This design comes from an exercise in tuning for small area, a short achievable clock period and few clock cycles on the open sky130 flow, not from production work. RTL that was checked went through simulation tests only; none was proved equivalent to the original. Power and IR drop assume default switching activity.

## ARS_des
module ARS_des(clk,reset,key,din,flag,dout,ready);
input [64:1] din;
input [64:1] key;
input clk,reset;
input flag;
output [64:1] dout;
output ready;
function [64:1]	IP;
input	[64:1]	IPin;
begin
IP=	 {IPin[58],IPin[50],IPin[42],IPin[34],IPin[26],IPin[18],IPin[10],IPin[2],
      IPin[60],IPin[52],IPin[44],IPin[36],IPin[28],IPin[20],IPin[12],IPin[4],
      IPin[62],IPin[54],IPin[46],IPin[38],IPin[30],IPin[22],IPin[14],IPin[6],
      IPin[64],IPin[56],IPin[48],IPin[40],IPin[32],IPin[24],IPin[16],IPin[8],
      IPin[57],IPin[49],IPin[41],IPin[33],IPin[25],IPin[17],IPin[9],IPin[1],
      IPin[59],IPin[51],IPin[43],IPin[35],IPin[27],IPin[19],IPin[11],IPin[3],
      IPin[61],IPin[53],IPin[45],IPin[37],IPin[29],IPin[21],IPin[13],IPin[5],
      IPin[63],IPin[55],IPin[47],IPin[39],IPin[31],IPin[23],IPin[15],IPin[7]};
end
endfunction
function [64:1] IVIP;
input    [64:1]  IP_1in;
begin
IVIP = {IP_1in[40],IP_1in[8],IP_1in[48],IP_1in[16],IP_1in[56],IP_1in[24],IP_1in[64],IP_1in[32],
        IP_1in[39],IP_1in[7],IP_1in[47],IP_1in[15],IP_1in[55],IP_1in[23],IP_1in[63],IP_1in[31],
        IP_1in[38],IP_1in[6],IP_1in[46],IP_1in[14],IP_1in[54],IP_1in[22],IP_1in[62],IP_1in[30],
        IP_1in[37],IP_1in[5],IP_1in[45],IP_1in[13],IP_1in[53],IP_1in[21],IP_1in[61],IP_1in[29],
        IP_1in[36],IP_1in[4],IP_1in[44],IP_1in[12],IP_1in[52],IP_1in[20],IP_1in[60],IP_1in[28],
  ...
export LEC_CHECK = 0
export ABC_AREA = 1
export CAP_MARGIN = 20
export CORE_MARGIN = 2
export CORE_UTILIZATION = 40
export SETUP_SLACK_MARGIN = 3.6
export SLEW_MARGIN = 20
create_clock -name core_clock -period 6.0 [get_ports {clk}]
run.sh (not shown) runs the stock make flow with config.mk's settings and CLKGATE_MAP_FILE= SYNTH_SCRIPT=/design/flow/synth_recipe.tcl, a recipe that flattens the netlist after the stock synthesis.
Edit:
--- a/flow/config.mk
+++ b/flow/config.mk
@@ -10,4 +10,4 @@
 export CORE_MARGIN = 2
 export CORE_UTILIZATION = 40
-export SETUP_SLACK_MARGIN = 3.6
+export SETUP_SLACK_MARGIN = 4.2
 export SLEW_MARGIN = 20
Routed wire length went up by about 19%.
Power went up by 36%.
Non-clock buffer count went up by 153.
Final area went up by about 30%.
Flip-flop and latch count stays the same.
Edit:
--- a/flow/config.mk
+++ b/flow/config.mk
@@ -6,8 +6,6 @@
 export NUM_CORES = 4
 export LEC_CHECK = 0
-export ABC_AREA = 1
 export CAP_MARGIN = 20
 export CORE_MARGIN = 2
 export CORE_UTILIZATION = 40
-export SETUP_SLACK_MARGIN = 4.2
 export SLEW_MARGIN = 20
=> Cell area decreases by about 26%. Routed wire length decreases by 32%. Synthesized cell count decreases by about 40%. Clock power is about the same. Synthesized area increases by about 1.5%. Global-route usage decreases by 7.8 points. Count of clock-buffer cells in the layout increases by 1. Sequential share of layout area increases by 5.1 points. Cell count decreases by 37%. Core utilization decreases by 18 points. Sequential cell count stays the same.
No run of this note included a check of the RTL's function; only the layout flow was run.

Another version of the RTL of ARS_des (not shown whole).
Size: roughly 1700 cells after synthesis, about 130 flip-flops, roughly 200 I/O pins, ~0.010 mm2 of cells after synthesis.
Settings: LEC_CHECK=0, ABC_AREA=1, CAP_MARGIN=20, CORE_MARGIN=2, CORE_UTILIZATION=40, CTS_BUF_LIST=sky130_fd_sc_hd__clkbuf_4 sky130_fd_sc_hd__clkbuf_8, SETUP_SLACK_MARGIN=3.6, SLEW_MARGIN=20; clock period 6.0 ns.
standard.sh (not shown) runs the stock make flow with config.mk's settings and CLKGATE_MAP_FILE= SYNTH_SCRIPT=/design/flow/synth_recipe.tcl, a recipe that flattens the netlist after the stock synthesis.
==> flow/flow/run.sh <==
#!/bin/bash
# Own layout flow: the standard ORFS layout with two changes.
#  1. Synthesis skips ORFS's full-adder extraction (ADDER_MAP_FILE empty), which otherwise turns
#     the XORs of the round function into half-adder cells that ABC cannot optimise. Flip-flop
#     mapping is unchanged, so the registers, their names and cell types are the standard ones.
#  2. Ports are buffered with sky130_fd_sc_hd__buf_1 instead of the default buffer cell.
# Each make run's full output goes to its own log file in this folder.
set -euo pipefail
work=$(pwd)
bash standard.sh synth ADDER_MAP_FILE= > "$work/synth.log" 2>&1
bash standard.sh finish BUFFER_PORTS_ARGS="-buffer_cell sky130_fd_sc_hd__buf_1" > "$work/layout.log" 2>&1
test -f "$work/out/final.def"
Testbench counts at the start, summed over its fixed seeds: cycles 13,056.
Edit:
--- a/flow/config.mk
+++ b/flow/config.mk
@@ -11 +11 @@
-export CORE_UTILIZATION = 40
+export CORE_UTILIZATION = 52
Final area falls by 2.1%.
Via count is about the same.
Cell count is lower by 3.7%.
Clock-buffer cell count fell by 2.
Global-route usage grows by 6.0 points.
Flip-flop and latch count is unchanged.
Setup slack gains 0.019 ns.
Worst hold slack is worse by 0.0046 ns.
Sequential share of layout area goes up by 0.52 points.
Total power goes down by 1.7%.
Edit:
--- a/flow/flow/run.sh
+++ b/flow/flow/run.sh
@@ -3,2 +3,2 @@
-#  1. Synthesis skips ORFS's full-adder extraction (ADDER_MAP_FILE empty), which otherwise turns
-#     the XORs of the round function into half-adder cells that ABC cannot optimise. Flip-flop
+#  1. Synthesis maps the logic with an area-oriented ABC script (flow/abc_area.script, used in
+#     place of ORFS's) and skips ORFS's full-adder extraction (ADDER_MAP_FILE empty). Flip-flop
@@ -10 +10,4 @@
-bash standard.sh synth ADDER_MAP_FILE= > "$work/synth.log" 2>&1
+rm -rf "$work/scripts_area"
+cp -r "$FLOW_HOME/scripts" "$work/scripts_area"
+cp "$work/flow/abc_area.script" "$work/scripts_area/abc_area.script"
+bash standard.sh synth SCRIPTS_DIR="$work/scripts_area" ADDER_MAP_FILE= > "$work/synth.log" 2>&1
==> flow/flow/abc_area.script (new file) <==
strash
&get -n
&dch
&nf -p
&put
topo
stime -c
buffer -c
upsize -c
dnsize -c
--- a/flow/config.mk
+++ b/flow/config.mk
@@ -11,2 +11 @@
-export CORE_UTILIZATION = 52
-export CTS_BUF_LIST = sky130_fd_sc_hd__clkbuf_4 sky130_fd_sc_hd__clkbuf_8
+export CORE_UTILIZATION = 30
Non-clock buffer count increases by 88.
Design area went up by roughly a tenth.
Total power is higher by a quarter to a third.
Sequential power is about the same.
Clock skew decreases by 0.0042 ns.
Die area grows by well over a third.
Via count falls by about a fifth.
Fmax came out lower slightly.
Global-route usage fell by 14 points.
Setup slack is worse by 0.035 ns.
Edit:
--- a/flow/config.mk
+++ b/flow/config.mk
@@ -11 +11 @@
-export CORE_UTILIZATION = 30
+export CORE_UTILIZATION = 40
After rerunning: The new run finished with timing, DRC and antenna clean. Global-route usage came out higher by 4.7 points. Area after synthesis stays the same. Via count came out lower by 0.91%. Utilization came out higher by 13 points. Final cell count came out lower by 6.1%. Clock power is about the same. Cell area came out lower by 3.4%.
Edit:
==> flow/flow/run.sh (replaced) <==
#!/bin/bash
# Own layout flow: the standard ORFS layout with two changes.
#  1. Synthesis skips ORFS's full-adder extraction (ADDER_MAP_FILE empty), which otherwise turns
#     the XORs of the round function into half-adder cells that ABC cannot optimise. Flip-flop
#     mapping is unchanged, so the registers, their names and cell types are the standard ones.
#  2. Ports are buffered with sky130_fd_sc_hd__buf_1 instead of the default buffer cell.
# Each make run's full output goes to its own log file in this folder.
set -euo pipefail
work=$(pwd)
bash standard.sh synth ADDER_MAP_FILE= > "$work/synth.log" 2>&1
bash standard.sh finish BUFFER_PORTS_ARGS="-buffer_cell sky130_fd_sc_hd__buf_1" > "$work/layout.log" 2>&1
test -f "$work/out/final.def"
--- a/flow/config.mk
+++ b/flow/config.mk
@@ -11,0 +12,2 @@
+export CTS_CLUSTER_DIAMETER = 300
+export CTS_CLUSTER_SIZE = 64
removed: flow/flow/abc_area.script
Combinational power shrinks by a quarter to a third.
Setup slack improved by 0.070 ns.
Wire length rises by about a fifth.
Non-clock buffer count drops by 44.
Maximum frequency came out higher by a few percent.
Via count increases by about a fifth.
Die area rose by a little under a tenth.
Sequential share of layout area went up by 0.73 points.
Register-to-register slack gains 0.19 ns.
Area after synthesis goes up by a little under a tenth.

ARS_des, a different RTL version from the one above (not shown whole).
Size in the first run: roughly 2000 cells after synthesis, about 130 flip-flops, roughly 200 I/O pins, ~12000 um^2 of cells after synthesis.
export LEC_CHECK = 0
export ABC_AREA = 1
export CAP_MARGIN = 20
export CORE_MARGIN = 2
export CORE_UTILIZATION = 40
export SETUP_SLACK_MARGIN = 3.6
export SLEW_MARGIN = 20
create_clock -name core_clock -period 6.0 [get_ports {clk}]
run.sh (not shown) runs the stock make flow with config.mk's settings and CLKGATE_MAP_FILE= SYNTH_SCRIPT=/design/flow/synth_recipe.tcl, a recipe that flattens the netlist after the stock synthesis.
Stock flow here: none of the scripts above is used.
Testbench counts at the start, summed over its fixed seeds: cycles 13,056.
Then changed:
==> flow/flow/run.sh (new file) <==
#!/bin/bash
# Own layout flow: the standard ORFS layout with two changes.
#  1. Synthesis maps the logic with an area-oriented ABC script (flow/abc_area.script) instead of
#     ORFS's, and without the full-adder extraction. Flip-flop mapping (dfflibmap) is unchanged, so
#     the registers, their names and cell types are those of the standard synthesis.
#  2. Ports are buffered with sky130_fd_sc_hd__buf_1 instead of the default buffer cell.
# Each make run's full output goes to its own log file in this folder.
set -euo pipefail
work=$(pwd)
rm -rf "$work/scripts_area"
cp -r "$FLOW_HOME/scripts" "$work/scripts_area"
cp "$work/flow/abc_area.script" "$work/scripts_area/abc_area.script"
bash standard.sh synth SCRIPTS_DIR="$work/scripts_area" ABC_AREA=1 ADDER_MAP_FILE= > "$work/synth.log" 2>&1
bash standard.sh finish BUFFER_PORTS_ARGS="-buffer_cell sky130_fd_sc_hd__buf_1" > "$work/layout.log" 2>&1
test -f "$work/out/final.def"
==> flow/flow/abc_area.script (new file) <==
strash
&get -n
&deepsyn -T 60
&put
dch -f
map -a
topo
==> flow/standard.sh (new file) <==
#!/bin/bash
# synth_recipe.tcl (not shown) runs the flow's synth.tcl, then flattens the netlist and writes it again
# the make line also repeats each setting of config.mk as NAME=value (left out here)
make -C /OpenROAD-flow-scripts/flow DESIGN_CONFIG=/design/flow/config.mk WORK_HOME=/design/flow/orfs CLKGATE_MAP_FILE= SYNTH_SCRIPT=/design/flow/synth_recipe.tcl "${@:-finish}"
removed: flow/run.sh
Wire length shrinks by roughly a tenth.
Total power grows by a few percent.
Clock power barely changes.
Sequential share of layout area grows by 1.5 points.
Then changed:
==> flow/flow/run.sh (replaced) <==
#!/bin/bash
# Own layout flow: the standard ORFS layout, with ports buffered by sky130_fd_sc_hd__buf_1
# instead of the default buffer cell. Each make run's full output goes to its own log file here.
set -euo pipefail
work=$(pwd)
bash standard.sh synth > "$work/synth.log" 2>&1
bash standard.sh finish BUFFER_PORTS_ARGS="-buffer_cell sky130_fd_sc_hd__buf_1" > "$work/layout.log" 2>&1
test -f "$work/out/final.def"
--- a/flow/config.mk
+++ b/flow/config.mk
@@ -11,3 +11,3 @@
 export CORE_UTILIZATION = 40
-export SETUP_SLACK_MARGIN = 3.6
+export SETUP_SLACK_MARGIN = 3.8
 export SLEW_MARGIN = 20
removed: flow/flow/abc_area.script
Outcome: Critical path depth came out lower by 13. Cell area came out higher by 18%. Utilization fell by 4.2 points.
Then changed:
--- a/flow/config.mk
+++ b/flow/config.mk
@@ -11,3 +11,3 @@
 export CORE_UTILIZATION = 40
-export SETUP_SLACK_MARGIN = 3.8
+export SETUP_SLACK_MARGIN = 3.6
 export SLEW_MARGIN = 20
Via count drops by 4.6%; area after synthesis does not change; die area does not change.
Then changed:
==> flow/flow/run.sh (replaced) <==
#!/bin/bash
# Own layout flow: the standard ORFS layout with two changes.
#  1. Synthesis skips ORFS's full-adder extraction (ADDER_MAP_FILE empty), which otherwise turns
#     the XORs of the round function into half-adder cells that ABC cannot optimise. Flip-flop
#     mapping is unchanged, so the registers, their names and cell types are the standard ones.
#  2. Ports are buffered with sky130_fd_sc_hd__buf_1 instead of the default buffer cell.
# Each make run's full output goes to its own log file in this folder.
set -euo pipefail
work=$(pwd)
bash standard.sh synth ADDER_MAP_FILE= > "$work/synth.log" 2>&1
bash standard.sh finish BUFFER_PORTS_ARGS="-buffer_cell sky130_fd_sc_hd__buf_1" > "$work/layout.log" 2>&1
test -f "$work/out/final.def"
What happened: The new run went through all stages and came out clean. Combinational power came out lower by 15%. Flip-flop and latch count does not change. Final area came out lower by 12%. Power came out lower by 10%. Clock-buffer cell count came out lower by 4.

## static timing again, ports no longer ideal
Ports are ideal in the flow. The routed layouts listed here were re-timed in OpenROAD. Step 1 assumes that a clkbuf_16 drives the clock port and a buf_2 every other input. Step 2 also shifts input and output timing later by t, the mid clock arrival at the registers, as if the neighbouring blocks saw the same clock. Three values: ideal, step 1, step 2; two values: the first two.
run	t (ns)	slack for setup (ns)	hold WS [ns]	worst setup path at the end
the first run of note 1	0.467	3.561 / 3.513 / 3.169	0.465 / 0.465 / 0.465	input to register
the second run of note 1	0.484	3.591 / 3.541 / 3.667	0.559 / 0.559 / 0.559	input to register
the third run of note 1	0.486	2.263 / 2.263 / 2.263	0.453 / 0.453 / 0.453	register to register
the first run of note 2	0.516	3.535 / 3.492 / 3.201	0.475 / 0.475 / 0.475	input to register
the second run of note 2	0.501	3.554 / 3.509 / 3.081	0.470 / 0.470 / 0.470	input to register
the third run of note 2	0.489	3.519 / 3.519 / 3.191	0.457 / 0.457 / 0.457	input to register
the fourth run of note 2	0.478	3.510 / 3.470 / 3.160	0.453 / 0.453 / 0.453	input to register
the fifth run of note 2	0.478	3.580 / 3.534 / 3.197	0.468 / 0.468 / 0.468	input to register
the first run of note 3	0.484	3.632 / 3.580 / 3.301	0.525 / 0.525 / 0.525	input to register
the second run of note 3	0.484	3.345 / 3.345 / 3.203	0.458 / 0.458 / 0.458	input to register
the third run of note 3	0.494	3.603 / 3.552 / 3.356	0.485 / 0.485 / 0.485	input to register
the fourth run of note 3	0.487	3.608 / 3.559 / 3.296	0.498 / 0.498 / 0.498	input to register
the fifth run of note 3	0.482	3.534 / 3.483 / 3.275	0.478 / 0.478 / 0.478	input to register
After both steps every run listed still meets setup and hold. For the second run of note 2, which loses most, drivers alone change the setup slack by -0.045 ns; drivers and shift together by -0.473 ns.
